What follows belongs to an exercise in optimizing a design on an open flow for small area; a production flow would make more cautious choices.
Function was checked by simulation only, so behaviour that the tests miss may differ from the original.
No driver is modelled on the clock port, so clocking that relies on it looks cheaper here than on a real chip.
Power is estimated from default activity; no workload was simulated.

==> flow/design.v <==
module drawing_mem_ctrl (
                  input  wire        clk,
                  input  wire        reset,
                  input  wire        phase,
                  input  wire        iq_req,
                  output reg         iq_ack,
                  input  wire [17:0] iq_address,
                  input  wire  [3:0] iq_nbyte,
                  input  wire        iq_rnw,
                  input  wire [31:0] data_from_iq,
                  input  wire        vdu_req,
                  input  wire        vdu_take,
                  input  wire [16:0] vdu_address,
                  input  wire        de_req,
                  output reg         de_ack,
                  input  wire [17:0] de_address,
                  input  wire  [3:0] de_nbyte,
                  input  wire        de_rnw,
                  input  wire [31:0] de_wdata,
                  output reg  [17:0] fs_address,
                  output wire  [1:0] fs_ncs,
                  output reg         fs_noe,
                  output reg         fs_nwe,
                  output reg   [3:0] fs_nbyte_sel,
                  output reg  [31:0] fs_wdata
                  );
reg  ncs;
wire iq_grant = phase & !vdu_req & iq_req;
wire de_grant = phase & !vdu_req & !iq_req & de_req;
wire iq_sel   = phase ? iq_grant : iq_ack;
wire de_sel   = phase ? de_grant : de_ack;
wire pre_nwe  = !((iq_ack | de_ack) & fs_noe);
assign fs_ncs = {ncs, ncs};
always @ (posedge clk)
  if (reset)
    begin
    iq_ack <= 1'b0;
    de_ack <= 1'b0;
    ncs    <= 1'b0;
    fs_noe <= 1'b1;
    end
  else
    begin
    iq_ack <= iq_grant;
    de_ack <= de_grant;
    if (phase)
      begin
      ncs    <= !(vdu_req | iq_req | de_req);
      fs_noe <= !(vdu_req | (iq_req ? iq_rnw : (de_req & de_rnw)));
      end
    end
always @ (posedge clk)
  begin
  fs_address   <= ({18{vdu_take}} & {1'b0, vdu_address})
                | ({18{iq_sel}}   & iq_address)
                | ({18{de_sel}}   & de_address);
  fs_nbyte_sel <= ({4{iq_sel}} & iq_nbyte) | ({4{de_sel}} & de_nbyte);
  fs_wdata     <= ({32{iq_sel}} & data_from_iq) | ({32{de_sel}} & de_wdata);
  end
always @ (negedge clk) fs_nwe <= pre_nwe;
endmodule
module drawing_vduc (
            input  wire        clk,
            input  wire        reset,
            output wire        frame_over,
            output wire        vdu_req,      
            output wire        vdu_take,     
            output wire [16:0] vdu_address,
            output wire        phase,        
            input  wire [31:0] vdu_data,
            output wire        v_sync_out,
            output wire        h_sync_out,
            output reg   [7:0] pixel_out,
            output reg         v_blank,
            output wire        h_blank
            );
reg  [9:0] p;
reg [11:0] b;                     
reg [31:0] pixels;
wire [7:0] hw     = p[9:2];
wire       first  = p[9] & p[8] & p[7];              
wire       p_wrap = p[9] & p[8] & (&p[4:0]);         
wire       b_wrap = b[11] & b[9] & b[6];             
wire       h_act  = !p[9] | (!p[8] & !p[7]);         
wire       v_act  = (b < 12'd2400);                  
wire       p656   = (p == 10'd656);
wire       b_inc  = p656 | (!p[9] & (&p[6:0]));      
wire       show   = h_act & v_act;
assign phase       = p[0];
assign vdu_req     = (first | show) & !p[1] & p[0];
assign vdu_take    = show & (p[1] ^ p[0]);
assign vdu_address = {b, hw[4:0]};
assign h_sync_out  = p[9] & !p[8] & p[7] & (p[6] | p[5] | p[4]) & !(p[6] & p[5] & p[4]);   
assign h_blank     = !((p >= 10'd5) & (p <= 10'd644));
assign v_sync_out  = (b >= 12'd2450) & (b <= 12'd2459);
assign frame_over  = (p == 10'd657) & !v_blank & !v_act;    
always @ (posedge clk)
  if (reset)       p <= 10'd1020;
  else if (p_wrap) p <= 10'd0;
  else             p <= p + 10'd1;
always @ (posedge clk)
  if (reset)        b <= 12'd2430;
  else if (b_inc)
    if (b_wrap)     b <= 12'd0;
    else            b <= b + 12'd1;
always @ (posedge clk)
  begin
  pixels[31:24] <= vdu_data[31:24];
  if (p[1:0] == 2'd3) pixels[23:0] <= vdu_data[23:0];
  else                pixels[23:0] <= pixels[31:8];
  end
wire prev_show = (p >= 10'd4) & (p <= 10'd643) & v_act;
always @ (posedge clk)
  if (reset) pixel_out <= 8'h00;
  else       pixel_out <= prev_show ? pixels[7:0] : 8'h00;
always @ (posedge clk)
  if (reset)              v_blank <= 1'b1;
  else if (hw != 8'd164)  v_blank <= !v_act;
endmodule
module framestore (
            input  wire        clk,
            input  wire        reset,
            input  wire        iq_req,
            output wire        iq_ack,
            input  wire [17:0] iq_address,
            input  wire  [3:0] iq_nbyte,
            input  wire        iq_rnw,
            input  wire [31:0] data_from_iq,
            input  wire        de_req,
            output wire        de_ack,
            input  wire [17:0] de_address,
            input  wire  [3:0] de_nbyte,
            input  wire        de_rnw,
            input  wire [31:0] de_wdata,
            output wire [17:0] fs_address,
            output wire  [1:0] fs_ncs,
            output wire        fs_noe,
            output wire        fs_nwe,
            output wire  [3:0] fs_nbyte_sel,
            input  wire [31:0] fs_rdata,
            output wire [31:0] fs_wdata,
            output wire        frame_over,
            output wire        v_sync_out,
            output wire        h_sync_out,
            output wire  [7:0] pixel_out,
            output wire        v_blank,
            output wire        h_blank
            );
wire        phase, vdu_req, vdu_take;
wire [16:0] vdu_address;
drawing_mem_ctrl mem_ctrl (
            .clk(clk), .reset(reset), .phase(phase),
            .iq_req(iq_req), .iq_ack(iq_ack), .iq_address(iq_address),
            .iq_nbyte(iq_nbyte), .iq_rnw(iq_rnw), .data_from_iq(data_from_iq),
            .vdu_req(vdu_req), .vdu_take(vdu_take), .vdu_address(vdu_address),
            .de_req(de_req), .de_ack(de_ack), .de_address(de_address),
            .de_nbyte(de_nbyte), .de_rnw(de_rnw), .de_wdata(de_wdata),
            .fs_address(fs_address), .fs_ncs(fs_ncs), .fs_noe(fs_noe),
            .fs_nwe(fs_nwe), .fs_nbyte_sel(fs_nbyte_sel),
            .fs_wdata(fs_wdata));
drawing_vduc vduc (
            .clk(clk), .reset(reset),
            .frame_over(frame_over), .vdu_req(vdu_req), .vdu_take(vdu_take),
            .vdu_address(vdu_address), .phase(phase), .vdu_data(fs_rdata),
            .v_sync_out(v_sync_out), .h_sync_out(h_sync_out),
            .pixel_out(pixel_out), .v_blank(v_blank), .h_blank(h_blank));
endmodule
==> flow/flow/run.sh <==
#!/bin/bash
# Layout flow: the standard synthesis, then the combinational logic of
# its netlist re-mapped for area by Yosys/ABC (registers and their names
# untouched), then the standard ORFS layout with the smallest buffer on the
# ports and a clock tree of clkbuf_4 without dummy loads.
# Logs: synth.log, remap.log, remap_check.log, standard.log here, and each
# ORFS step's own log under orfs/logs.
set -euo pipefail
top=${FLOW_TOP:-framestore}
lib=$FLOW_HOME/platforms/sky130hd/lib/sky130_fd_sc_hd__tt_025C_1v80.lib
yosys=$FLOW_HOME/../tools/install/yosys/bin/yosys
res=orfs/results/sky130hd/framestore/base

export BUFFER_PORTS_ARGS="-buffer_cell sky130_fd_sc_hd__buf_1"
export CTS_ARGS="-sink_clustering_enable -repair_clock_nets -dont_use_dummy_load -buf_list sky130_fd_sc_hd__clkbuf_4 -root_buf sky130_fd_sc_hd__clkbuf_4"

bash standard.sh synth > synth.log 2>&1

cp $res/1_2_yosys.v $res/1_2_yosys.standard.v
sed -e "s#@LIB@#$lib#g; s#@IN@#$res/1_2_yosys.standard.v#; s#@TOP@#$top#; s#@OUT@#$PWD/remapped.v#g; s#@ABC@#$PWD/flow/remap.abc#" \
  flow/remap.ys > remap_run.ys
$yosys -l remap.log -s remap_run.ys > /dev/null
$yosys -l remap_check.log -p "read_liberty -lib $lib; read_verilog remapped.v; hierarchy -top $top; check -assert -mapped" > /dev/null
cp remapped.v $res/1_2_yosys.v
rm -f $res/1_synth.odb $res/1_synth.sdc

bash standard.sh finish > standard.log 2>&1
==> flow/flow/remap.abc <==
strash; &get -n; &fraig -x; &put; scorr; dc2; strash; dc2; strash; &get -n; &deepsyn -T 60; &dch -f; &nf -R 1000; &put; strash; dch -f; amap
==> flow/flow/remap.ys <==
# Re-map the combinational logic of the standard synthesis netlist for
# area. Registers (and tie cells) are kept as they are, by name and type.
read_liberty -ignore_miss_func @LIB@
read_verilog @IN@
hierarchy -top @TOP@
blackbox sky130_fd_sc_hd__df* sky130_fd_sc_hd__ed* sky130_fd_sc_hd__sdf* sky130_fd_sc_hd__sed* sky130_fd_sc_hd__dl* sky130_fd_sc_hd__conb*
flatten
opt_clean -purge
tee -o @OUT@.before.txt stat -liberty @LIB@
abc -script @ABC@ -liberty @LIB@ -dont_use *lpflow* -dont_use *probe*
splitnets
opt_clean -purge
hilomap -singleton -hicell sky130_fd_sc_hd__conb_1 HI -locell sky130_fd_sc_hd__conb_1 LO
insbuf -buf sky130_fd_sc_hd__buf_4 A X
rename -enumerate -pattern _rm%_
opt_clean -purge
tee -o @OUT@.after.txt stat -liberty @LIB@
write_verilog -noattr -noexpr -nohex -nodec @OUT@
==> flow/standard.sh <==
#!/bin/bash
# synth_recipe.tcl (not shown) runs the flow's synth.tcl, then flattens the netlist and writes it again
# the make line also repeats each setting of config.mk as NAME=value (left out here)
make -C /OpenROAD-flow-scripts/flow DESIGN_CONFIG=/design/flow/config.mk WORK_HOME=/design/flow/orfs CLKGATE_MAP_FILE= SYNTH_SCRIPT=/design/flow/synth_recipe.tcl "${@:-finish}"
==> flow/config.mk <==
export PLATFORM = sky130hd
export DESIGN_NAME = framestore
export DESIGN_NICKNAME = framestore
export VERILOG_FILES = /design/flow/design.v
export SDC_FILE = /design/flow/constraint.sdc
export NUM_CORES = 4
export LEC_CHECK = 0
export CAP_MARGIN = 0
export CORE_MARGIN = 2
export CORE_UTILIZATION = 40
export PLACE_DENSITY = 0.85
export SLEW_MARGIN = 0
==> flow/constraint.sdc <==
create_clock -name core_clock -period 5.0 [get_ports {clk}]
set_input_delay 1.0000 -clock core_clock [delete_from_list [all_inputs] [get_ports {clk}]]
set_output_delay 1.0000 -clock core_clock [all_outputs]
set_load 0.01 [all_outputs]
==> results of run 1 <==
## area by class of cell
cell class	instances	area, um2	share of cell area
clock buffers	17	128	0.0251
clock inverters	1	3.75	0.000739
inverters	44	165	0.0325
repair buffers	221	841	0.166
well taps	133	166	0.0328
multi-input cells	202	1330	0.262
flip-flops and latches	122	2440	0.481
## report_power, final
| group | internal, W | total [W] | leakage (nW) | switching (W) |
|---|---|---|---|---|
| Sequential | 0.00104 | 0.00106 | 1.00 | 0.0000226 |
| Clock | 0.000156 | 0.000444 | 0.0798 | 0.000287 |
| Combinational | 0.0000935 | 0.000202 | 0.778 | 0.000108 |
## worst max path at each step
stage               startpoint                     end  slack (ns)  cells after the start
2_1_floorplan        vduc.p[0]  mem_ctrl.fs_address[0]        0.31                      6
3_3_place_gp   mem_ctrl.fs_nwe                  fs_nwe        1.06                      1
3_5_place_dp   mem_ctrl.fs_nwe                  fs_nwe        1.07                      1
4_1_cts        mem_ctrl.fs_nwe                  fs_nwe        0.54                      1
5_1_grt        mem_ctrl.fs_nwe                  fs_nwe        0.51                      1
6_report       mem_ctrl.fs_nwe                  fs_nwe        0.57                      1
## metal layers
metal / track usage / vias up / share of wire
li1: - / 1829 / -
met1: 0.192 / 1684 / 0.39
met2: 0.343 / 150 / 0.52
met3: 0.0645 / 15 / 0.076
met4: 0.0719 / 0 / 0.014
met5: 0 / - / 0
## sequential cells by signal, indices dropped and copies added (netlist names)
name                   cells
vduc.p                    10
mem_ctrl.fs_noe            1
vduc.pixel_out             8
mem_ctrl.fs_nbyte_sel      4
mem_ctrl.fs_wdata         32
vduc.pixels               32
vduc.v_blank               1
mem_ctrl.fs_address       18
mem_ctrl.iq_ack            1
mem_ctrl.ncs               1
mem_ctrl.fs_nwe            1
vduc.b                    12
mem_ctrl.de_ack            1
## metrics by stage
step | setup WS [ns] | instances | area [um2]
6_report | 0.571 | 740 | 5080
5_1_grt | 0.514 | 740 | 5080
4_1_cts | 0.537 | 740 | 5080
3_5_place_dp | 1.07 | 723 | 4950
3_3_place_gp | 1.06 | 723 | 4950
2_1_floorplan | 0.314 | 371 | 3940
==> summary.txt, run 1 <==
* Outcome: no timing/DRC/antenna violations
* Peak supply drop at 0.000140 V
* Final Max Tran Viols at 0
* Worst reg2reg endpoint: vduc.b[11]
* Cts repair resizes at 0
* Total chip power at between 0.0015 and 0.002 W
* Via-to-Cell Ratio at 4.97
* CTS Buffer Depth at 2
* IO buf count at 218
* Filler cells at 897
* Final RePlAce weighted congestion at 0.834
* Family with the most delay on the worst path: flip-flops
* Overall Global Routing Usage at 0.185
* Clock latency (worst-skew pair) at roughly 0.50 ns
* P_leak at 1.86 nW
* Die span in y at 103 um
* PwrDens at 336 mW/mm2
* Detail Placement HPWL at about 8000 um
* Post-CTS Hold Buffers at 0
* R2r setup slk at 1.22 ns
* Final ANT Viol Nets at 0
* Worst Reg-to-Reg Cells at 19
* Slew headroom at 0.324
* H-Tree Depth at 4
* Critical-path cell list: buf_1
* Largest net degree at the start of global routing at 55
* Finished Core Util at 0.524
* Total number of vias at about 3700
* Starting Density at 0.407
* Worst Path Required at approximately 4 ns
* Nets at ~760
* DRT iter0 DRCs at 175
* Antenna diode count at 0
* Core area at about 0.0097 mm2
* Final hold slack at 0.445 ns
* CP Class: reg2out
* Critical Path Max Stage Delay at 0.30 ns
* Total global routing overflow at 0
* Width of the chip at 103 um
* Hold worst-path end: vduc.pixels[23]
* Residual DRC count at 0
* WL per Instance at between 10 and 15 um
* Synthesized instance count at 371
* Worst min-delay path category: reg2reg
* CTS root buffer: clkbuf_4
* Layout cell share with drive strength beyond 1 at 0.0362
* Startpoint Class: flop
* TritonCTS Buffers at 17
* Number of global-route vias before repair at 3335
* Clock-pin transition on the worst setup and hold timing paths at 0.10 ns
* Drt first pass iters at 5
* CTS Sinks at 122
* RSZ-0062 raised after global routing: no
* Final hold vios at 0
* CP Data Arrival Time at 3.43 ns
* # Post-CTS Setup Buffers at 0
* I/O pins at about 220
* Commonest non-fill, non-tap cells in the layout: buf_1 (218), dfxtp_1 (122), clkinv_1 (45)
* Total negative setup slack at 0 ns
* FF-to-FF Start: vduc.p[0]
* Drt total wl at about 11000 um
* Avg Cell Area, Syn at approximately 11 um2
* Max-cap violation count at 0
* FP Rows at 36
* Post-Syn Area at 0.00394 mm2
* # setup viols final at 0
* Area growth, synth to finish at 28.8%
* YS warnings at 2
* Initial antenna violation count at 0
* Crit path max fanout at 1
* Post-Syn Nets at between 500 and 600
* Die area at 0.0107 mm2
* Worst-margin pin slew at 1.01 ns
* Hold path startpoint: vduc.pixels[31]
* Crit path max-delay cell type: dfxtp_1
* CP endpoint kind: output port
* First-pass GRT wire length at approximately 15000 um
* Commonest non-fill, non-tap cell in the layout: buf_1
* CTS tree: yes
* Hold Path Depth at 1
* Buf+Inv Stages, Crit Path at 1
* Setup Skew at ~0.028 ns
==> inputs of run 2 (changes only) <==
--- a/flow/flow/run.sh
+++ b/flow/flow/run.sh
@@ -1,9 +1,3 @@
 #!/bin/bash
-# Layout flow: the standard synthesis, then the combinational logic of
-# its netlist re-mapped for area by Yosys/ABC (registers and their names
-# untouched), then the standard ORFS layout with the smallest buffer on the
-# ports and a clock tree of clkbuf_4 without dummy loads.
-# Logs: synth.log, remap.log, remap_check.log, standard.log here, and each
-# ORFS step's own log under orfs/logs.
 set -euo pipefail
 top=${FLOW_TOP:-framestore}
@@ -13,4 +7,7 @@
 
 export BUFFER_PORTS_ARGS="-buffer_cell sky130_fd_sc_hd__buf_1"
+# After CTS, any clock buffer whose flip-flops still see a slow edge (by the
+# placement estimate) is upsized, for margin on the clock-pin slew limit.
+export POST_CTS_TCL=$PWD/flow/post_cts.tcl CTS_ROOT_BUF=sky130_fd_sc_hd__clkbuf_8 CTS_ROOT_SLEW=100 CTS_LEAF_SLEW=0.110
 export CTS_ARGS="-sink_clustering_enable -repair_clock_nets -dont_use_dummy_load -buf_list sky130_fd_sc_hd__clkbuf_4 -root_buf sky130_fd_sc_hd__clkbuf_4"
 
==> flow/flow/post_cts.tcl (new file) <==
# Resize the clock tree buffers so every flip-flop clock pin stays well
# inside the slew limit after routing: the root first, then any leaf buffer
# whose flip-flops still see a slow edge.
proc sink_slew {inst} {
  set worst 0
  foreach opin [get_pins -of_objects $inst -filter "direction == output"] {
    foreach p [get_pins -of_objects [get_nets -of_objects $opin] -filter "direction == input"] {
      set s [get_property $p slew_max]
      if {$s > $worst} { set worst $s }
    }
  }
  return $worst
}
proc clock_buffers {} {
  set l {}
  foreach inst [get_cells *] {
    if {[string match "sky130_fd_sc_hd__clkbuf_*" [get_property $inst ref_name]]} { lappend l $inst }
  }
  return $l
}
estimate_parasitics -placement
set resized 0
foreach inst [clock_buffers] {
  if {[sink_slew $inst] > $::env(CTS_ROOT_SLEW)} {
    puts "clock buffer [get_full_name $inst]: sink slew [format %.3f [sink_slew $inst]] ns, resized to $::env(CTS_ROOT_BUF)"
    replace_cell $inst $::env(CTS_ROOT_BUF)
    incr resized
  }
}
estimate_parasitics -placement
foreach inst [clock_buffers] {
  if {[get_property $inst ref_name] ne "sky130_fd_sc_hd__clkbuf_4"} { continue }
  if {[sink_slew $inst] > $::env(CTS_LEAF_SLEW)} {
    puts "clock buffer [get_full_name $inst]: sink slew [format %.3f [sink_slew $inst]] ns, resized to clkbuf_8"
    replace_cell $inst sky130_fd_sc_hd__clkbuf_8
    incr resized
  }
}
if {$resized > 0} {
  detailed_placement
  check_placement -verbose
}
==> run 2 against run 1 <==
Effect of this change:
- non-clock buffer count unchanged
- synthesized area stayed put
- die area unchanged
- via count down 0.33%
- wire length increased by 0.11%
- clock skew up 0.0012 ns
- clock-buffer cell count is the same
- flip-flop and latch count is the same
- synthesized cell count is the same
- combinational power hardly changed
- total power is 0.63% higher
- critical endpoint unchanged
- largest power group unchanged
- highest routed layer unchanged
==> summary.txt, run 2 <==
* Final hold vios at 0 (unchanged)
* Initial antenna violation count at 0 (unchanged)
* Clock latency (worst-skew pair) at 0.40 ns (-0.10 ns)
* Starting Density at 0.407 (unchanged)
* Post-Syn Area at 0.00394 mm2 (unchanged)
* P_leak at 1.86 nW (+0.14%)
* Worst-margin pin slew at 1.02 ns (+0.0101 ns)
* Number of global-route vias before repair at 3340 (+0.15%)
* Max-cap violation count at 0 (unchanged)
* YS warnings at 2 (unchanged)
* Crit path max fanout at 1 (unchanged)
* Die span in y at 103 um (unchanged)
* Synthesized instance count at 371 (unchanged)
* FP Rows at 36 (unchanged)
* I/O pins at 219 (unchanged)
* Overall Global Routing Usage at 0.185 (unchanged)
* Worst Path Required at 4.00 ns (about the same)
* Via-to-Cell Ratio at 4.95 (-0.33%)
* CP Data Arrival Time at 3.35 ns (-0.08 ns)
* Outcome: no timing/DRC/antenna violations
* Largest regs: mem_ctrl.fs_wdata (32), vduc.pixels (32), mem_ctrl.fs_address (18)
* Worst min-delay path category: reg2reg
* IO buf count at 218 (unchanged)
* Width of the chip at 103 um (unchanged)
* Power share of the combinational group at 0.118 (about the same)
* Core area at 0.00968 mm2 (unchanged)
* Area growth, synth to finish at 28.9%
* CTS tree: yes
* Final Max Tran Viols at 0 (unchanged)
* Crit path max-delay cell type: dfxtp_1
* WL per Instance at 14.3 um (+0.11%)
* Peak supply drop at 0.000141 V (+0.50%)
* Post-Syn Nets at 517 (unchanged)
* Dpl ws at 1.07 ns (unchanged)
* Drt first pass iters at 5 (unchanged)
* Cell-internal power at 0.00130 W (+0.89%)
* DRT iter0 DRCs at 218 (+25%)
* RSZ-0062 raised after global routing: no
* Non-Filler Instances at 740 (unchanged)
* Slew headroom at 0.317 (-0.00674)
* Total negative setup slack at 0 ns (unchanged)
* Setup ws final at 0.647 ns (+0.0765 ns)
* Largest net degree at the start of global routing at 55 (unchanged)
* Sw Share at 0.243 (-0.00192)
* CTS Sinks at 122 (unchanged)
* Startpoint Class: flop
* Total global routing overflow at 0 (unchanged)
* Final RePlAce weighted congestion at 0.834 (unchanged)
* Final ANT Viol Nets at 0 (unchanged)
* Commonest non-fill, non-tap cell in the layout: buf_1
* Drt total wl at 10600 um (+0.11%)
* Setup Skew at 0.0288 ns (+0.00123 ns)
* # setup viols final at 0 (unchanged)
* Critical-path cell list: buf_1
* CP endpoint kind: output port
* CP Class: reg2out
* Antenna diode count at 0 (unchanged)
* Detail Placement HPWL at 7960 um (unchanged)
* Avg Cell Area, Syn at 10.6 um2 (unchanged)
* Residual DRC count at 0 (unchanged)
* Critical Path Max Stage Delay at 0.30 ns (about the same)
* Buf+Inv Stages, Crit Path at 1 (unchanged)
* First-pass GRT wire length at 14900 um (about the same)
* Die area at 0.0107 mm2 (unchanged)
* Total number of vias at 3666 (-0.33%)
* Reg power frac at 0.617 (-0.004)
* Commonest non-fill, non-tap cells in the layout: buf_1 (218), dfxtp_1 (122), clkinv_1 (45)
* Net Sw Power at 0.000417 W (-0.16%)
* PwrDens at 337 mW/mm2 (+0.51%)
* Layout cell share with drive strength beyond 1 at 0.0362 (unchanged)
* Placed Cells incl. Taps at 723 (unchanged)
* Clock-pin transition on the worst setup and hold timing paths at 0.10 ns (about the same)
* Clock Power Share at 0.265 (+0.005)
* Family with the most delay on the worst path: flip-flops
* Nets at 755 (unchanged)
-- run 2: cell type report --
class | instances | area, um2
timing repair buffer | 221 | 841
sequential | 122 | 2440
fill | 896 | 4600
clock buffer | 17 | 134
clock inverter | 1 | 3.75
multi-input combinational | 202 | 1330
inverter | 44 | 165
tap | 133 | 166
-- run 2: metrics by stage --
| step | cell area, um2 | power [W] | hold slack (ns) | utilization |
|---|---|---|---|---|
| after floorplan | 3940 | 0.00119 | 0.414 | - |
| after global placement | 4950 | 0.00128 | 0.418 | 0.511 |
| after detailed placement | 4950 | 0.00129 | 0.422 | 0.511 |
| after global routing | 5080 | 0.00180 | 0.458 | 0.525 |
| final | 5080 | 0.00171 | 0.444 | 0.525 |
-- run 2: worst paths after layout --
kind              cells past startpoint             from              end  slack, ns
setup / recovery                      1  mem_ctrl.fs_nwe           fs_nwe       0.65
hold / removal                        1  vduc.pixels[31]  vduc.pixels[23]       0.44
setup reg to reg                     19        vduc.p[0]       vduc.b[11]       1.23
hold reg to reg                       1  vduc.pixels[31]  vduc.pixels[23]       0.44
-- run 2: power by group through the flow --
stage / combinational (W) / sequential, W / clock [W]
floorplan: 0.0000942 / 0.00109 / 0.00000272
global placement: 0.000197 / 0.00108 / 0.00000272
detailed placement: 0.000202 / 0.00108 / 0.00000272
global route: 0.000225 / 0.00106 / 0.000512
finish: 0.000202 / 0.00106 / 0.000454
-- run 2: routing by layer --
metal,GRT usage,part of all wire,vias up
met5,0,0,-
met4,0.0779,0.014,0
met3,0.0585,0.072,13
met2,0.343,0.52,150
met1,0.193,0.40,1676
li1,-,-,1827
==> inputs of run 3 (changes only) <==
--- a/flow/design.v
+++ b/flow/design.v
@@ -73,5 +73,5 @@
             output reg   [7:0] pixel_out,
             output reg         v_blank,
-            output wire        h_blank
+            output reg         h_blank
             );
 reg  [9:0] p;
@@ -86,5 +86,5 @@
 wire       p656   = (p == 10'd656);
 wire       b_inc  = p656 | (!p[9] & (&p[6:0]));      
-wire       show   = h_act & v_act;
+wire       show   = h_act & !v_blank;                
 assign phase       = p[0];
 assign vdu_req     = (first | show) & !p[1] & p[0];
@@ -92,5 +92,4 @@
 assign vdu_address = {b, hw[4:0]};
 assign h_sync_out  = p[9] & !p[8] & p[7] & (p[6] | p[5] | p[4]) & !(p[6] & p[5] & p[4]);   
-assign h_blank     = !((p >= 10'd5) & (p <= 10'd644));
 assign v_sync_out  = (b >= 12'd2450) & (b <= 12'd2459);
 assign frame_over  = (p == 10'd657) & !v_blank & !v_act;    
@@ -110,5 +109,8 @@
   else                pixels[23:0] <= pixels[31:8];
   end
-wire prev_show = (p >= 10'd4) & (p <= 10'd643) & v_act;
+wire prev_word = (p >= 10'd4) & (p <= 10'd643);    
+wire prev_show = prev_word & !v_blank;
+always @ (posedge clk)
+  h_blank <= reset | !prev_word;
 always @ (posedge clk)
   if (reset) pixel_out <= 8'h00;
--- a/flow/flow/run.sh
+++ b/flow/flow/run.sh
@@ -15,7 +15,17 @@
 
 cp $res/1_2_yosys.v $res/1_2_yosys.standard.v
-sed -e "s#@LIB@#$lib#g; s#@IN@#$res/1_2_yosys.standard.v#; s#@TOP@#$top#; s#@OUT@#$PWD/remapped.v#g; s#@ABC@#$PWD/flow/remap.abc#" \
-  flow/remap.ys > remap_run.ys
-$yosys -l remap.log -s remap_run.ys > /dev/null
+# Four re-mapping runs with different ABC seeds in parallel; keep the smallest.
+for seed in 0 1 2 3; do
+  sed -e "s#@SEED@#$seed#" flow/remap.abc.in > remap_$seed.abc
+  sed -e "s#@LIB@#$lib#g; s#@IN@#$res/1_2_yosys.standard.v#; s#@TOP@#$top#; s#@OUT@#$PWD/remapped_$seed.v#g; s#@ABC@#$PWD/remap_$seed.abc#" \
+    flow/remap.ys > remap_run_$seed.ys
+  $yosys -l remap_$seed.log -s remap_run_$seed.ys > /dev/null &
+done
+wait
+best=$(for seed in 0 1 2 3; do
+  echo "$(awk '/Chip area/ {print $NF}' remapped_$seed.v.after.txt) $seed"
+done | sort -g | head -1 | awk '{print $2}')
+echo "remap: areas $(cat remapped_?.v.after.txt | awk '/Chip area/ {print $NF}' | tr '\n' ' '), using seed $best" > remap_choice.log
+cp remapped_$best.v remapped.v
 $yosys -l remap_check.log -p "read_liberty -lib $lib; read_verilog remapped.v; hierarchy -top $top; check -assert -mapped" > /dev/null
 cp remapped.v $res/1_2_yosys.v
==> flow/flow/remap.abc.in (new file) <==
strash; &get -n; &fraig -x; &put; scorr; dc2; strash; dc2; strash; &get -n; &deepsyn -T 60 -S @SEED@; &dch -f; &nf -R 1000; &put; strash; dch -f; amap
removed: flow/flow/remap.abc
==> run 3 against run 2 <==
Effect of this change:
- still clean
- synthesized cell count down 3.5%
- non-clock buffer count down 1
- wire length up 3.7%
- flip-flop and latch count up 1
- sequential share of layout area up 0.55 points
- worst setup slack worse by 0.0053 ns
- clock power up 3%
- combinational power down 2%
- sequential power about the same
- critical path type unchanged
- critical endpoint unchanged
- highest routed layer unchanged
==> summary.txt, run 3 <==
* Hold Path Depth at 1 (unchanged)
* Sw Share at 0.243 (-0.000454)
* Cell-internal power at 0.00131 W (+1.1%)
* Core area at 0.00964 mm2 (-0.47%)
* Startpoint Class: flop
* Via-to-Cell Ratio at 5.08 (+2.5%)
* Die area at 0.0106 mm2 (-0.28%)
* CP Class: reg2out
* Setup Skew at 0.0327 ns (+0.00390 ns)
* Initial antenna violation count at 0 (unchanged)
* Post-Syn Nets at 504 (-2.5%)
* Drt total wl at 11000 um (+3.7%)
* CP Data Arrival Time at 3.36 ns (about the same)
* Antenna diode count at 0 (unchanged)
* Worst Reg-to-Reg Cells at 13 (-6)
* Highest metal layer with signal wires: met4
* IO buf count at 218 (unchanged)
* R2r setup slk at 1.39 ns (+0.16 ns)
* Overall Global Routing Usage at 0.197 (+0.0119)
* FF-to-FF Start: vduc.p[0]
* FP Rows at 36 (unchanged)
* Critical-path cell list: buf_1
* Starting Density at 0.408 (+0.000734)
* Largest net degree at the start of global routing at 55 (unchanged)
* Final Cell Area at 0.00507 mm2 (-0.32%)
* Final ANT Viol Nets at 0 (unchanged)
* I/O pins at 219 (unchanged)
* Reg power frac at 0.616 (about the same)
* Max-cap violation count at 0 (unchanged)
* Area growth, synth to finish at 28.9% (about the same)
* Worst Path Required at 4.00 ns (about the same)
* Setup ws final at 0.642 ns (-0.00525 ns)
* Placed Cells incl. Taps at 709 (-1.9%)
* Net Sw Power at 0.000421 W (+0.84%)
* Commonest non-fill, non-tap cells in the layout: buf_1 (218), dfxtp_1 (123), clkinv_1 (38)
* Worst min-delay path category: reg2reg
* Total number of vias at 3685 (+0.52%)
* CP endpoint kind: output port
* PwrDens at 342 mW/mm2 (+1.3%)
* Outcome: no timing/DRC/antenna violations
* P_leak at 1.87 nW (+0.50%)
* Final Max Tran Viols at 0 (unchanged)
* Clock-pin transition on the worst setup and hold timing paths at 0.09 ns (about the same)
* Final hold slack at 0.431 ns (-0.0129 ns)
* Metal3 WL at 806 um (+5.5%)
* Family with the most delay on the worst path: flip-flops
* Clock latency (worst-skew pair) at 0.41 ns (about the same)
* RSZ-0062 raised after global routing: no
* # setup viols final at 0 (unchanged)
* Worst reg2reg endpoint: vduc.b[11]
* DRT iter0 DRCs at 225 (+3.2%)
* Crit path max fanout at 1 (unchanged)
* Width of the chip at 103 um (-0.14%)
* First-pass GRT wire length at 15600 um (+4.4%)
* YS warnings at 2 (unchanged)
* Hold worst-path end: vduc.pixel_out[5]
* Nets at 741 (-1.9%)
* Synthesized instance count at 358 (-3.5%)
* Residual DRC count at 0 (unchanged)
* Commonest non-fill, non-tap cell in the layout: buf_1
* Final hold vios at 0 (unchanged)
* Peak supply drop at 0.000165 V (+17%)
* CTS tree: yes
* Number of global-route vias before repair at 3256 (-2.5%)
* Crit path max-delay cell type: dfxtp_1
* Area of placed instances at 0.00493 mm2 (-0.46%)
* Buf+Inv Stages, Crit Path at 1 (unchanged)
* Avg Cell Area, Syn at 11.0 um2 (+3.3%)
* Largest regs: mem_ctrl.fs_wdata (32), vduc.pixels (32), mem_ctrl.fs_address (18)
* Total global routing overflow at 0 (unchanged)
* Detail Placement HPWL at 8180 um (+2.8%)
* Hold path startpoint: vduc.pixels[5]
* Power share of the combinational group at 0.114 (-0.004)
* Layout cell share with drive strength beyond 1 at 0.0371 (+0.000856)
* Critical Path Max Stage Delay at 0.29 ns (about the same)
* Post-Syn Area at 0.00393 mm2 (-0.29%)
* Slew headroom at 0.270 (-0.0466)
* Met1 Routed Length at 4200 um (-0.17%)
* Filler cells at 872 (-2.7%)
* WL met2 at 5780 um (+5.3%)
* Worst-margin pin slew at 1.09 ns (+0.0697 ns)
* Non-Filler Instances at 726 (-1.9%)
* WL per Instance at 15.2 um (+5.7%)
* Clock Power Share at 0.271 (+0.006)
* Drt first pass iters at 6 (+1)
* CTS Sinks at 123 (+0.82%)
* Die span in y at 103 um (-0.14%)
* Total negative setup slack at 0 ns (unchanged)
* Dpl ws at 1.07 ns (+0.000180 ns)
* Final RePlAce weighted congestion at 0.890 (+6.7%)
[run 3: cell count changes in the layout (fill, tap and decap cells not counted), sizes merged, moves of 2 or more]
cell / change
clkinv: -7
nor3: -2
nor2b: +2
nand4: +2
nand2: -12
o31ai: +2
and3: +2
[run 3: layer usage]
| layer | track usage | vias up |
|---|---|---|
| li1 | - | 1794 |
| met3 | 0.0685 | 14 |
| met5 | 0 | - |
| met1 | 0.215 | 1722 |
| met2 | 0.346 | 155 |
| met4 | 0.0891 | 0 |
[run 3: worst max path at each step]
| stage | endpoint | depth (start not counted) | from | slack, ns |
|---|---|---|---|---|
| final | fs_nwe | 1 | mem_ctrl.fs_nwe | 0.64 |
| after global routing | fs_nwe | 1 | mem_ctrl.fs_nwe | 0.60 |
| after detailed placement | fs_nwe | 1 | mem_ctrl.fs_nwe | 1.07 |
| after global placement | fs_nwe | 1 | mem_ctrl.fs_nwe | 1.06 |
| after floorplan | fs_nwe | 0 | mem_ctrl.fs_nwe | 1.17 |
[run 3: power by group through the flow]
| stage | clock network, W | registers (W) | logic, W |
|---|---|---|---|
| floorplan | 0.00000272 | 0.00110 | 0.0000881 |
| global placement | 0.00000272 | 0.00109 | 0.000190 |
| detailed placement | 0.00000272 | 0.00109 | 0.000196 |
| global route | 0.000526 | 0.00107 | 0.000220 |
| finish | 0.000469 | 0.00107 | 0.000197 |
[run 3: final cells by class]
class	instances	area (um2)	area share
inverter	37	139	0.0274
clock buffer	17	140	0.0277
timing repair buffer	220	833	0.164
multi-input combinational	195	1320	0.261
clock inverter	1	3.75	0.000741
tap	133	166	0.0328
sequential	123	2460	0.486
[run 3: through the flow]
stage | utilization | power, W
2_1_floorplan | - | 0.00119
3_3_place_gp | 0.511 | 0.00128
3_5_place_dp | 0.511 | 0.00129
5_1_grt | 0.526 | 0.00182
6_report | 0.526 | 0.00173
==> inputs of run 4 (changes only) <==
==> flow/flow/run.sh (replaced) <==
#!/bin/bash
set -euo pipefail
top=${FLOW_TOP:-framestore}
lib=$FLOW_HOME/platforms/sky130hd/lib/sky130_fd_sc_hd__tt_025C_1v80.lib
yosys=$FLOW_HOME/../tools/install/yosys/bin/yosys
res=orfs/results/sky130hd/framestore/base

export BUFFER_PORTS_ARGS="-buffer_cell sky130_fd_sc_hd__buf_1"
# After CTS, any clock buffer whose flip-flops still see a slow edge (by the
# placement estimate) is upsized, for margin on the clock-pin slew limit.
export POST_CTS_TCL=$PWD/flow/post_cts.tcl CTS_ROOT_BUF=sky130_fd_sc_hd__clkbuf_8 CTS_ROOT_SLEW=100 CTS_LEAF_SLEW=0.110
export CTS_ARGS="-sink_clustering_enable -repair_clock_nets -dont_use_dummy_load -buf_list sky130_fd_sc_hd__clkbuf_4 -root_buf sky130_fd_sc_hd__clkbuf_4"

bash standard.sh synth > synth.log 2>&1

cp $res/1_2_yosys.v $res/1_2_yosys.standard.v
# Two passes of four re-mapping runs with different ABC seeds in parallel;
# each pass starts from the smallest netlist so far and keeps the smallest.
remap_pass() {  # pass input
  local pass=$1 in=$2 seed
  for seed in 0 1 2 3; do
    sed -e "s#@SEED@#$((seed + 4 * pass))#" flow/remap.abc.in > remap_${pass}_$seed.abc
    sed -e "s#@LIB@#$lib#g; s#@IN@#$in#; s#@TOP@#$top#; s#@OUT@#$PWD/remapped_${pass}_$seed.v#g; s#@ABC@#$PWD/remap_${pass}_$seed.abc#" \
      flow/remap.ys > remap_run_${pass}_$seed.ys
    $yosys -l remap_${pass}_$seed.log -s remap_run_${pass}_$seed.ys > /dev/null &
  done
  wait
  for seed in 0 1 2 3; do
    if [[ -f remapped_${pass}_$seed.v.after.txt ]]; then
      echo "$(awk '/Chip area/ {print $NF}' remapped_${pass}_$seed.v.after.txt) remapped_${pass}_$seed.v"
    fi
  done | sort -g > remap_pass_$pass.log
  cp $(head -1 remap_pass_$pass.log | awk '{print $2}') remapped_pass_$pass.v
}
remap_pass 0 $res/1_2_yosys.standard.v
remap_pass 1 $PWD/remapped_pass_0.v
cp $(cat remap_pass_0.log remap_pass_1.log | sort -g | head -1 | awk '{print $2}') remapped.v
$yosys -l remap_check.log -p "read_liberty -lib $lib; read_verilog remapped.v; hierarchy -top $top; check -assert -mapped" > /dev/null
cp remapped.v $res/1_2_yosys.v
rm -f $res/1_synth.odb $res/1_synth.sdc

bash standard.sh finish > standard.log 2>&1
--- a/flow/flow/post_cts.tcl
+++ b/flow/flow/post_cts.tcl
@@ -11,4 +11,12 @@
   }
   return $worst
+}
+proc drives_clock_buffer {inst} {
+  foreach opin [get_pins -of_objects $inst -filter "direction == output"] {
+    foreach p [get_pins -of_objects [get_nets -of_objects $opin] -filter "direction == input"] {
+      if {[string match "sky130_fd_sc_hd__clkbuf_*" [get_property [get_cells -of_objects $p] ref_name]]} { return 1 }
+    }
+  }
+  return 0
 }
 proc clock_buffers {} {
@@ -31,4 +39,5 @@
 foreach inst [clock_buffers] {
   if {[get_property $inst ref_name] ne "sky130_fd_sc_hd__clkbuf_4"} { continue }
+  if {[drives_clock_buffer $inst]} { continue }
   if {[sink_slew $inst] > $::env(CTS_LEAF_SLEW)} {
     puts "clock buffer [get_full_name $inst]: sink slew [format %.3f [sink_slew $inst]] ns, resized to clkbuf_8"
--- a/flow/config.mk
+++ b/flow/config.mk
@@ -9,4 +9,5 @@
 export CORE_MARGIN = 2
 export CORE_UTILIZATION = 40
+export GPL_TIMING_DRIVEN = 0
 export PLACE_DENSITY = 0.85
 export SLEW_MARGIN = 0
==> run 4 against run 3 <==
Effect of this change:
- critical endpoint unchanged
- sequential share of layout area rose by 0.072 points
- global-route usage down 1.3 points
- clock skew decreased by 0.0060 ns
- first-iteration DRC count up 3.1%
- via count about the same
- clock power shrank 3%
- flip-flop and latch count is the same
- register-to-register slack got worse by 0.15 ns
- worst setup slack worse by 0.068 ns
- still clean on timing, DRC and antenna
- core utilization shrank 0.078 points
==> summary.txt, run 4 <==
* Final RePlAce weighted congestion at 0.881 (-1.0%)
* Largest net degree at the start of global routing at 55 (unchanged)
* Post-Syn Area at 0.00392 mm2 (-0.35%)
* Setup Skew at 0.0267 ns (-0.00596 ns)
* Filler cells at 912 (+4.6%)
* Peak supply drop at 0.000135 V (-18%)
* Net Sw Power at 0.000412 W (-2.0%)
* Residual DRC count at 0 (unchanged)
* Clock Power Share at 0.268 (-0.003)
* R2r setup slk at 1.24 ns (-0.15 ns)
* CP endpoint kind: output port
* Outcome: no timing/DRC/antenna violations
* Post-Syn Nets at 506 (+0.40%)
* Total global routing overflow at 0 (unchanged)
* Critical Path Max Stage Delay at 0.30 ns (about the same)
* YS warnings at 2 (unchanged)
* Commonest non-fill, non-tap cell in the layout: buf_1
* FF-to-FF Start: vduc.p[1]
* Worst min-delay path category: reg2reg
* Via-to-Cell Ratio at 5.04 (-0.63%)
* Reg power frac at 0.623 (+0.007)
* Layout cell share with drive strength beyond 1 at 0.0386 (+0.00149)
* CP Class: reg2out
* Overall Global Routing Usage at 0.184 (-0.0129)
* Max-cap violation count at 0 (unchanged)
* Area of placed instances at 0.00492 mm2 (about the same)
* I/O pins at 219 (unchanged)
* Detail Placement HPWL at 7720 um (-5.7%)
* CP Data Arrival Time at 3.43 ns (+0.07 ns)
* Synthesized instance count at 360 (+0.56%)
* Crit path max fanout at 1 (unchanged)
* Starting Density at 0.406 (-0.00143)
* Cell-internal power at 0.00129 W (-1.5%)
* Drt first pass iters at 7 (+1)
* Final ANT Viol Nets at 0 (unchanged)
* Initial antenna violation count at 1 (+1)
* Final Max Tran Viols at 0 (unchanged)
* First-pass GRT wire length at 14900 um (-4.4%)
* Hold Path Depth at 1 (unchanged)
* Hold path startpoint: vduc.pixels[3]
* Total negative setup slack at 0 ns (unchanged)
* Number of global-route vias before repair at 3251 (-0.15%)
* CTS Sinks at 123 (unchanged)
* Family with the most delay on the worst path: flip-flops
* Power share of the combinational group at 0.109 (-0.005)
* Final Cell Area at 0.00506 mm2 (-0.15%)
* Sw Share at 0.242 (-0.00106)
* # setup viols final at 0 (unchanged)
* Buf+Inv Stages, Crit Path at 1 (unchanged)
* Clock-pin transition on the worst setup and hold timing paths at 0.09 ns (about the same)
* Core area at 0.00964 mm2 (unchanged)
* PwrDens at 337 mW/mm2 (-1.5%)
* Worst Path Required at 4.00 ns (about the same)
* Final hold slack at 0.437 ns (+0.00565 ns)
* Die area at 0.0106 mm2 (-0.33%)
* Largest regs: mem_ctrl.fs_wdata (32), vduc.pixels (32), mem_ctrl.fs_address (18)
* Worst-margin pin slew at 1.01 ns (-0.0808 ns)
* Width of the chip at 103 um (-0.16%)
* Non-Filler Instances at 730 (+0.55%)
* Die span in y at 103 um (-0.16%)
* Commonest non-fill, non-tap cells in the layout: buf_1 (218), dfxtp_1 (123), a22o_1 (37)
* P_leak at 1.90 nW (+1.5%)
* DRT iter0 DRCs at 232 (+3.1%)
* Clock latency (worst-skew pair) at 0.50 ns (+0.09 ns)
* Setup ws final at 0.575 ns (-0.0677 ns)
* CTS tree: yes
* Critical-path cell list: buf_1
* Startpoint Class: flop
* Nets at 744 (+0.40%)
* Hold worst-path end: vduc.pixel_out[3]
* Placed Cells incl. Taps at 712 (+0.42%)
* WL per Instance at 14.2 um (-6.3%)
* Crit path max-delay cell type: dfxtp_1
* Avg Cell Area, Syn at 10.9 um2 (-0.90%)
* FP Rows at 36 (unchanged)
* Worst reg2reg endpoint: vduc.b[10]
* IO buf count at 218 (unchanged)
* Total number of vias at 3682 (-0.081%)
* Dpl ws at 1.07 ns (-0.0000800 ns)
* Area growth, synth to finish at 29.1%
* Worst Reg-to-Reg Cells at 14 (+1)
* Drt total wl at 10400 um (-5.8%)
* RSZ-0062 raised after global routing: no
* Slew headroom at 0.325 (+0.0540)
* Final hold vios at 0 (unchanged)
-- run 4: cell count changes in the layout (fill, tap and decap cells not counted), moves of 2 or more --
cell and delta:
a21oi_1 -2, nand2_1 +15, and3_1 -2, nor2b_1 -3, clkinv_1 -2, o21ai_0 -4
nand3_1 +3, o31ai_1 -2, nor2_1 -4
-- run 4: stage by stage --
stage	util	power, W
after floorplan	-	0.00118
final	0.525	0.00170
after global placement	0.509	0.00126
after global routing	0.525	0.00180
after detailed placement	0.511	0.00127
-- run 4: area by class of cell --
cell class,count,area (um2),share of cell area
timing repair buffer,219,830,0.164
clock inverter,1,3.75,0.000742
clock buffer,17,134,0.0265
antenna,1,2.50,0.000495
inverter,35,131,0.0260
sequential,123,2460,0.487
multi-input combinational,199,1310,0.260
tap,133,166,0.0329
buffer,2,15.0,0.00297
-- run 4: routing by layer --
layer	up-vias	track usage	share of wire
li1	1796	-	-
met1	1670	0.212	0.40
met2	198	0.302	0.50
met3	18	0.0658	0.081
met4	0	0.0941	0.018
met5	-	0	0
-- run 4: power by group through the flow --
| stage | clock network, W | logic, W | registers (W) |
|---|---|---|---|
| floorplan | 0.00000272 | 0.0000843 | 0.00110 |
| global placement | 0.00000272 | 0.000180 | 0.00108 |
| detailed placement | 0.00000272 | 0.000184 | 0.00108 |
| global route | 0.000530 | 0.000206 | 0.00107 |
| finish | 0.000457 | 0.000185 | 0.00106 |
-- run 4: how the worst max path moves through the flow --
stage	startpoint	endpoint	slack, ns	depth (start not counted)
after floorplan	mem_ctrl.fs_nwe	fs_nwe	1.17	0
after global placement	vduc.p[0]	mem_ctrl.fs_address[13]	-0.34	8
after detailed placement	mem_ctrl.fs_nwe	fs_nwe	1.07	1
after global routing	mem_ctrl.fs_nwe	fs_nwe	0.47	1
final	mem_ctrl.fs_nwe	fs_nwe	0.57	1
-- run 4: worst register-to-register path, stage by stage, from the launching register on --
cell	delay, ns
dfxtp_1	0.40
nand2_1	0.52
nor2b_1	0.41
nand2_1	0.13
clkinv_1	0.11
nand2_1	0.11
o32ai_1	0.27
and2_0	0.31
nand4_1	0.18
or3_1	0.42
nor2_1	0.24
nand3_1	0.17
nor2_1	0.18
nor2_1	0.07
nor3_1	0.15
==> inputs of run 5 (changes only) <==
--- a/flow/config.mk
+++ b/flow/config.mk
@@ -9,5 +9,4 @@
 export CORE_MARGIN = 2
 export CORE_UTILIZATION = 40
-export GPL_TIMING_DRIVEN = 0
 export PLACE_DENSITY = 0.85
 export SLEW_MARGIN = 0
==> run 5 against run 4 <==
Effect of this change:
- via count hardly changed
- hold slack got worse by 0.00087 ns
- clock-buffer cell count unchanged
- clock skew rose by 0.0047 ns
- sequential power about the same
- critical path depth unchanged
- global-route usage rose by 0.36 points
- cell count decreased by 0.14%
- critical endpoint unchanged
- largest cell class unchanged
==> summary.txt, run 5 <==
* Worst Reg-to-Reg Cells at 14 (unchanged)
* Via-to-Cell Ratio at 5.05 (about the same)
* Drt total wl at 10300 um (-0.49%)
* IO buf count at 218 (unchanged)
* FP Rows at 36 (unchanged)
* Largest net degree at the start of global routing at 55 (unchanged)
* Critical Path Max Stage Delay at 0.30 ns (about the same)
* CTS Sinks at 123 (unchanged)
* GR Util met3 at 0.0651 (-0.000678)
* Commonest non-fill, non-tap cells in the layout: buf_1 (218), dfxtp_1 (123), a22o_1 (37)
* Max-cap violation count at 0 (unchanged)
* Placed Cells incl. Taps at 711 (-0.14%)
* DRT iter0 DRCs at 214 (-7.8%)
* Final Max Tran Viols at 0 (unchanged)
* Non-Filler Instances at 729 (-0.14%)
* Die span in y at 103 um (unchanged)
* Startpoint Class: flop
* Grt peak-use layer: met2
* Finished Core Util at 0.524 (-0.00117)
* Post-Syn Nets at 506 (unchanged)
* CTS tree: yes
* Final hold vios at 0 (unchanged)
* Number of global-route vias before repair at 3340 (+2.7%)
* GRT met1 Usage at 0.214 (+0.00178)
* Worst-margin pin slew at 0.971 ns (-0.0386 ns)
* Post-Syn Area at 0.00392 mm2 (unchanged)
* Crit path max fanout at 1 (unchanged)
* Clock-pin transition on the worst setup and hold timing paths at 0.08 ns (about the same)
* Residual DRC count at 0 (unchanged)
* Total number of vias at 3679 (-0.081%)
* Total negative setup slack at 0 ns (unchanged)
* WL per Instance at 14.2 um (-0.36%)
* Die area at 0.0106 mm2 (unchanged)
* Final ANT Viol Nets at 0 (unchanged)
* Critical-path cell list: buf_1
* Slew headroom at 0.353 (+0.0281)
* Crit path max-delay cell type: dfxtp_1
* CP endpoint kind: output port
* Nets at 743 (-0.13%)
* Outcome: no timing/DRC/antenna violations
* Family with the most delay on the worst path: flip-flops
* Initial antenna violation count at 1 (unchanged)
* CP Class: reg2out
* Core area at 0.00964 mm2 (unchanged)
* Final RePlAce weighted congestion at 0.832 (-5.5%)
* Final hold slack at 0.436 ns (-0.000866 ns)
* Worst reg2reg endpoint: vduc.b[11]
* Starting Density at 0.406 (unchanged)
* Total global routing overflow at 0 (unchanged)
* R2r setup slk at 1.34 ns (+0.10 ns)
* Clock latency (worst-skew pair) at 0.50 ns (about the same)
* Hold Path Depth at 1 (unchanged)
* Peak supply drop at 0.000139 V (+3.0%)
* RSZ-0062 raised after global routing: no
* YS warnings at 2 (unchanged)
* GR Util met2 at 0.314 (+0.0115)
* Largest regs: mem_ctrl.fs_wdata (32), vduc.pixels (32), mem_ctrl.fs_address (18)
* I/O pins at 219 (unchanged)
* Hold path startpoint: vduc.pixels[6]
* Worst min-delay path category: reg2reg
* Hold worst-path end: vduc.pixel_out[6]
* Drt first pass iters at 6 (-1)
* First-pass GRT wire length at 15200 um (+2.0%)
* Worst Path Required at 4.00 ns (about the same)
* Overall Global Routing Usage at 0.188 (+0.00358)
* Buf+Inv Stages, Crit Path at 1 (unchanged)
* P_leak at 1.89 nW (-0.33%)
* Width of the chip at 103 um (unchanged)
* PwrDens at 337 mW/mm2 (+0.14%)
* Commonest non-fill, non-tap cell in the layout: buf_1
* Detail Placement HPWL at 7760 um (+0.51%)
* Area growth, synth to finish at 28.8%
* Multi-input gate area at 0.00131 mm2 (unchanged)
* Avg Cell Area, Syn at 10.9 um2 (unchanged)
* # setup viols final at 0 (unchanged)
* Layout cell share with drive strength beyond 1 at 0.0370 (-0.00162)
* Setup Skew at 0.0314 ns (+0.00467 ns)
* Synthesized instance count at 360 (unchanged)
* Filler cells at 913 (+0.11%)
* FF-to-FF Start: vduc.p[0]
* CP Data Arrival Time at 3.41 ns (-0.02 ns)
* Register Area at 0.00246 mm2 (unchanged)
run 5: power by group:
part	switching, W	internal [W]	total [W]	leakage, nW
Combinational	0.0000984	0.0000873	0.000186	0.800
Sequential	0.0000209	0.00104	0.00106	1.01
Clock	0.000291	0.000165	0.000456	0.0824
run 5: routing by layer:
layer | part of all wire | vias up
li1 | - | 1799
met2 | 0.51 | 179
met3 | 0.077 | 17
met5 | 0 | -
met1 | 0.40 | 1684
met4 | 0.020 | 0
run 5: area by class of cell:
class / count / area share
diodes: 1 / 0.000496
well taps: 133 / 0.0330
clock buffers: 17 / 0.0265
repair buffers: 220 / 0.165
multi-input cells: 199 / 0.260
inverters: 35 / 0.0260
clock inverters: 1 / 0.000744
flip-flops and latches: 123 / 0.488
run 5: worst max-delay path by stage:
stage | startpoint | endpoint | slack [ns] | cells past startpoint
floorplan | mem_ctrl.fs_nwe | fs_nwe | 1.17 | 0
detailed placement | mem_ctrl.fs_nwe | fs_nwe | 1.06 | 1
global route | mem_ctrl.fs_nwe | fs_nwe | 0.50 | 1
global placement | mem_ctrl.fs_nwe | fs_nwe | 1.06 | 1
finish | mem_ctrl.fs_nwe | fs_nwe | 0.59 | 1
run 5: stage by stage:
step	instance area (um2)	setup slack [ns]	power, W
floorplan	3920	1.17	0.00118
global placement	4910	1.06	0.00126
detailed placement	4910	1.06	0.00127
global route	5050	0.504	0.00180
finish	5050	0.588	0.00170
==> inputs of run 6 (changes only) <==
--- a/flow/config.mk
+++ b/flow/config.mk
@@ -8,5 +8,5 @@
 export CAP_MARGIN = 0
 export CORE_MARGIN = 2
-export CORE_UTILIZATION = 40
-export PLACE_DENSITY = 0.85
+export CORE_UTILIZATION = 60
+export PLACE_DENSITY = 0.95
 export SLEW_MARGIN = 0
==> run 6 against run 5 <==
Effect of this change:
- combinational power about the same
- largest power group unchanged
- critical path depth unchanged
- still clean
- highest routed layer unchanged
- wire length up 4.0%
- via count up 3.4%
- critical path type unchanged
- core utilization up 26 points
- global-route usage up 10 points
- flip-flop and latch count unchanged
- die area down 32%
- critical endpoint unchanged
- cell count down 8.0%
==> summary.txt, run 6 <==
* Number of global-route vias before repair at 3624 (+8.5%)
* Initial antenna violation count at 0 (-1)
* Critical Path Max Stage Delay at 0.30 ns (about the same)
* Worst Path Required at 4.00 ns (about the same)
* FF-to-FF Start: vduc.p[1]
* Crit path max fanout at 1 (unchanged)
* Worst reg2reg endpoint: vduc.b[10]
* Buf+Inv Stages, Crit Path at 1 (unchanged)
* Family with the most delay on the worst path: flip-flops
* Critical-path cell list: buf_1
* Largest net degree at the start of global routing at 55 (unchanged)
* Commonest non-fill, non-tap cell in the layout: buf_1
* # setup viols final at 0 (unchanged)
* Peak supply drop at 0.000257 V (+85%)
* Final Max Tran Viols at 0 (unchanged)
* CP endpoint kind: output port
* Total number of vias at 3803 (+3.4%)
* Grt peak-use layer: met2
* Residual DRC count at 0 (unchanged)
* Post-Syn Area at 0.00392 mm2 (unchanged)
* Area growth, synth to finish at 26.8%
* GRT met1 Usage at 0.304 (+0.0902)
* IO buf count at 218 (unchanged)
* Overall Global Routing Usage at 0.291 (+0.103)
* Worst Reg-to-Reg Cells at 14 (unchanged)
* Outcome: no timing/DRC/antenna violations
* Post-Syn Nets at 506 (unchanged)
* Startpoint Class: flop
* First-pass GRT wire length at 16300 um (+7.2%)
* Setup Skew at 0.0270 ns (-0.00438 ns)
* Avg Cell Area, Syn at 10.9 um2 (unchanged)
* Final ANT Viol Nets at 0 (unchanged)
* Die area at 0.00719 mm2 (-32%)
* CTS Sinks at 123 (unchanged)
* CP Data Arrival Time at 3.43 ns (+0.02 ns)
* Via-to-Cell Ratio at 5.67 (+12%)
* P_leak at 1.89 nW (-0.28%)
* Final hold vios at 0 (unchanged)
* Core area at 0.00635 mm2 (-34%)
* DRT iter0 DRCs at 240 (+12%)
* Crit path max-delay cell type: dfxtp_1
* GR Util met2 at 0.528 (+0.214)
* CTS tree: yes
* Clock latency (worst-skew pair) at 0.50 ns (about the same)
* Detail Placement HPWL at 7960 um (+2.6%)
* Die span in y at 84.8 um (-18%)
* Total global routing overflow at 0 (unchanged)
* Worst-margin pin slew at 1.02 ns (+0.0498 ns)
* Slew headroom at 0.317 (-0.0356)
* R2r setup slk at 1.18 ns (-0.16 ns)
* GR Util met3 at 0.0905 (+0.0254)
* Hold worst-path end: vduc.pixel_out[6]
* Commonest non-fill, non-tap cells in the layout: buf_1 (218), dfxtp_1 (123), a22o_1 (37)
* Final RePlAce weighted congestion at 0.890 (+7.0%)
* Area of placed instances at 0.00483 mm2 (-1.6%)
* WL per Instance at 16.0 um (+13%)
* Worst min-delay path category: reg2reg
* Final Cell Area at 0.00497 mm2 (-1.6%)
* Clock-pin transition on the worst setup and hold timing paths at 0.07 ns (about the same)
* Antenna diode count at 0 (-1)
* I/O pins at 219 (unchanged)
* Synthesized instance count at 360 (unchanged)
* Total negative setup slack at 0 ns (unchanged)
* Starting Density at 0.617 (+0.211)
* CP Depth at 1 (unchanged)
* Layout cell share with drive strength beyond 1 at 0.0354 (-0.00162)
* Max-cap violation count at 0 (unchanged)
* Largest regs: mem_ctrl.fs_wdata (32), vduc.pixels (32), mem_ctrl.fs_address (18)
* Drt total wl at 10700 um (+4.0%)
* CP Class: reg2out
* Drt first pass iters at 5 (-1)
* Width of the chip at 84.8 um (-18%)
* Hold Path Depth at 1 (unchanged)
* PwrDens at 342 mW/mm2 (+1.5%)
* Nets at 742 (-0.13%)
* FP Rows at 29 (-19%)
* YS warnings at 2 (unchanged)
* RSZ-0062 raised after global routing: no
* Hold path startpoint: vduc.pixels[6]
run 6: routing by layer:
metal  share of wire  up-vias
li1                -     1789
met1            0.36     1767
met2            0.52      218
met3           0.087       29
met4           0.025        0
met5               0        -
run 6: power by group:
part | internal, W | total (W) | switching (W) | leakage (nW)
Clock | 0.000165 | 0.000450 | 0.000285 | 0.0824
Sequential | 0.00104 | 0.00106 | 0.0000225 | 1.01
Combinational | 0.0000866 | 0.000187 | 0.000101 | 0.795
run 6: how the worst max path moves through the flow:
stage | start | end | slack, ns
after floorplan | mem_ctrl.fs_nwe | fs_nwe | 1.17
after global placement | mem_ctrl.fs_nwe | fs_nwe | 1.07
after detailed placement | mem_ctrl.fs_nwe | fs_nwe | 1.07
after global routing | mem_ctrl.fs_nwe | fs_nwe | 0.52
final | mem_ctrl.fs_nwe | fs_nwe | 0.57
run 6: through the flow:
stage          utilization  instances  hold slack, ns  setup slack, ns  total power [W]
3_3_place_gp         0.761        654           0.417             1.07          0.00126
2_1_floorplan            -        360           0.414             1.17          0.00118
6_report             0.782        671           0.440            0.572          0.00170
5_1_grt              0.782        671           0.455            0.515          0.00177
3_5_place_dp         0.761        654           0.426             1.07          0.00127
run 6: layout make-up:
cell class,count,area (um2)
Sequential cell,123,2460
Clock buffer,17,134
Tap cell,77,96.3
Clock inverter,1,3.75
Fill cell,437,1380
Multi-Input combinational cell,199,1310
Inverter,35,131
Timing Repair Buffer,219,826
==> inputs of run 7 (changes only) <==
--- a/flow/config.mk
+++ b/flow/config.mk
@@ -8,5 +8,5 @@
 export CAP_MARGIN = 0
 export CORE_MARGIN = 2
-export CORE_UTILIZATION = 60
-export PLACE_DENSITY = 0.95
+export CORE_UTILIZATION = 55
+export PLACE_DENSITY = 0.92
 export SLEW_MARGIN = 0
==> run 7 against run 6 <==
Effect of this change:
- still clean on timing, DRC and antenna
- design area up 0.35%
- combinational power up 2%
- synthesized cell count stayed put
- clock-buffer cell count stayed put
- worst setup slack improved by 0.025 ns
- sequential share of layout area is 0.17 points lower
- cell count grew 2.8%
- critical path type unchanged
==> summary.txt, run 7 <==
* Outcome: no timing/DRC/antenna violations
* Final ANT Viol Nets at 0 (unchanged)
* # setup viols final at 0 (unchanged)
* Register Area at 0.00246 mm2 (unchanged)
* Metal3 WL at 1080 um (+16%)
* Crit path max fanout at 1 (unchanged)
* Setup crit end: fs_nwe
* Core area at 0.00683 mm2 (+7.6%)
* Post-Syn Area at 0.00392 mm2 (unchanged)
* Net Sw Power at 0.000405 W (-0.97%)
* Residual DRC count at 0 (unchanged)
* Worst min-delay path category: reg2reg
* Setup ws final at 0.597 ns (+0.0245 ns)
* Detail Placement HPWL at 8340 um (+4.8%)
* Commonest non-fill, non-tap cells in the layout: buf_1 (218), dfxtp_1 (123), a22o_1 (37)
* Filler cells at 525 (+20%)
* Power share of the combinational group at 0.113 (+0.003)
* CP Class: reg2out
* RSZ-0062 raised after global routing: no
* Die span in y at 88.4 um (+4.2%)
* CP Depth at 1 (unchanged)
* Clock Power Share at 0.258 (-0.007)
* Highest metal layer with signal wires: met4
* Met1 Routed Length at 4180 um (+6.6%)
* Buf+Inv Stages, Crit Path at 1 (unchanged)
* CTS Sinks at 123 (unchanged)
* Die area at 0.00781 mm2 (+8.6%)
* P_leak at 1.88 nW (-0.14%)
* Family with the most delay on the worst path: flip-flops
* Final hold slack at 0.434 ns (-0.00663 ns)
* Via-to-Cell Ratio at 5.43 (-4.3%)
* Sw Share at 0.240 (-0.000627)
* Antenna diode count at 0 (unchanged)
* Total global routing overflow at 0 (unchanged)
* Width of the chip at 88.4 um (+4.2%)
* Hold Path Depth at 1 (unchanged)
* Slew headroom at 0.313 (-0.00370)
* Max-cap violation count at 0 (unchanged)
* IO buf count at 218 (unchanged)
* Reg power frac at 0.629 (+0.004)
* Crit path max-delay cell type: dfxtp_1
* Final RePlAce weighted congestion at 0.882 (-0.96%)
* Nets at 742 (unchanged)
* YS warnings at 2 (unchanged)
* Multi-input gate area at 0.00131 mm2 (unchanged)
* CP Data Arrival Time at 3.40 ns (-0.03 ns)
* Clock latency (worst-skew pair) at 0.48 ns (-0.02 ns)
* Worst Path Required at 4.00 ns (about the same)
* Setup crit start: mem_ctrl.fs_nwe
* DRT iter0 DRCs at 286 (+19%)
* Drt first pass iters at 5 (unchanged)
* Overall Global Routing Usage at 0.268 (-0.0229)
* Post-Syn Nets at 506 (unchanged)
* CTS tree: yes
* Setup Skew at 0.0309 ns (+0.00392 ns)
* Critical-path cell list: buf_1
* First-pass GRT wire length at 15600 um (-3.9%)
* R2r setup slk at 1.37 ns (+0.19 ns)
* Initial antenna violation count at 0 (unchanged)
* Finished Core Util at 0.730 (-0.0526)
* WL per Instance at 16.0 um (+0.32%)
* Dpl ws at 1.07 ns (+0.00634 ns)
* Commonest non-fill, non-tap cell in the layout: buf_1
* Clock-pin transition on the worst setup and hold timing paths at 0.08 ns (about the same)
* Area growth, synth to finish at 27.2%
* Worst Reg-to-Reg Cells at 14 (unchanged)
* Largest net degree at the start of global routing at 55 (unchanged)
* Critical Path Max Stage Delay at 0.29 ns (about the same)
* Synthesized instance count at 360 (unchanged)
* PwrDens at 339 mW/mm2 (-1.1%)
* Worst reg2reg endpoint: vduc.b[11]
* Peak supply drop at 0.000205 V (-20%)
* Drt total wl at 11100 um (+3.2%)
* Avg Cell Area, Syn at 10.9 um2 (unchanged)
* Area of placed instances at 0.00486 mm2 (+0.49%)
* Worst-margin pin slew at 1.03 ns (+0.00553 ns)
* Starting Density at 0.573 (-0.0435)
* Final Cell Area at 0.00498 mm2 (+0.35%)
* FF-to-FF Start: vduc.p[1]
* Largest regs: mem_ctrl.fs_wdata (32), vduc.pixels (32), mem_ctrl.fs_address (18)
* Final hold vios at 0 (unchanged)
* Startpoint Class: flop
* CP endpoint kind: output port
* Final Max Tran Viols at 0 (unchanged)
* I/O pins at 219 (unchanged)
* Cell-internal power at 0.00128 W (-0.63%)
* WL met2 at 5440 um (-3.1%)
* Layout cell share with drive strength beyond 1 at 0.0354 (unchanged)
* Total negative setup slack at 0 ns (unchanged)
* FP Rows at 30 (+3.4%)
* Number of global-route vias before repair at 3279 (-9.5%)
* Total number of vias at 3744 (-1.6%)
==> run 7: area by class of cell <==
type | count | area share
clock buffer | 17 | 0.0256
clock inverter | 1 | 0.000753
inverter | 35 | 0.0264
multi-input combinational | 199 | 0.264
sequential | 123 | 0.494
tap | 96 | 0.0241
timing repair buffer | 219 | 0.166
==> run 7: through the flow <==
stage	power, W	std cells
after floorplan	0.00118	360
after global placement	0.00127	673
after detailed placement	0.00128	673
after global routing	0.00177	690
final	0.00169	690
==> run 7: worst min path at each step <==
stage	start	end
detailed placement	vduc.pixels[5]	vduc.pixel_out[5]
global route	vduc.pixels[0]	vduc.pixel_out[0]
finish	vduc.pixels[0]	vduc.pixel_out[0]
global placement	vduc.pixels[1]	vduc.pixel_out[1]
floorplan	vduc.pixels[0]	vduc.pixel_out[0]
==> run 7: power groups by stage <==
stage / clock network [W] / registers [W] / logic (W)
2_1_floorplan: 0.00000272 / 0.00110 / 0.0000843
3_3_place_gp: 0.00000272 / 0.00108 / 0.000183
3_5_place_dp: 0.00000272 / 0.00108 / 0.000189
5_1_grt: 0.000491 / 0.00107 / 0.000210
6_report: 0.000436 / 0.00106 / 0.000191
==> run 7: layer usage <==
layer	vias to the layer above	global-route usage
met2	212	0.440
li1	1790	-
met5	-	0
met3	28	0.0868
met1	1714	0.322
met4	0	0.120
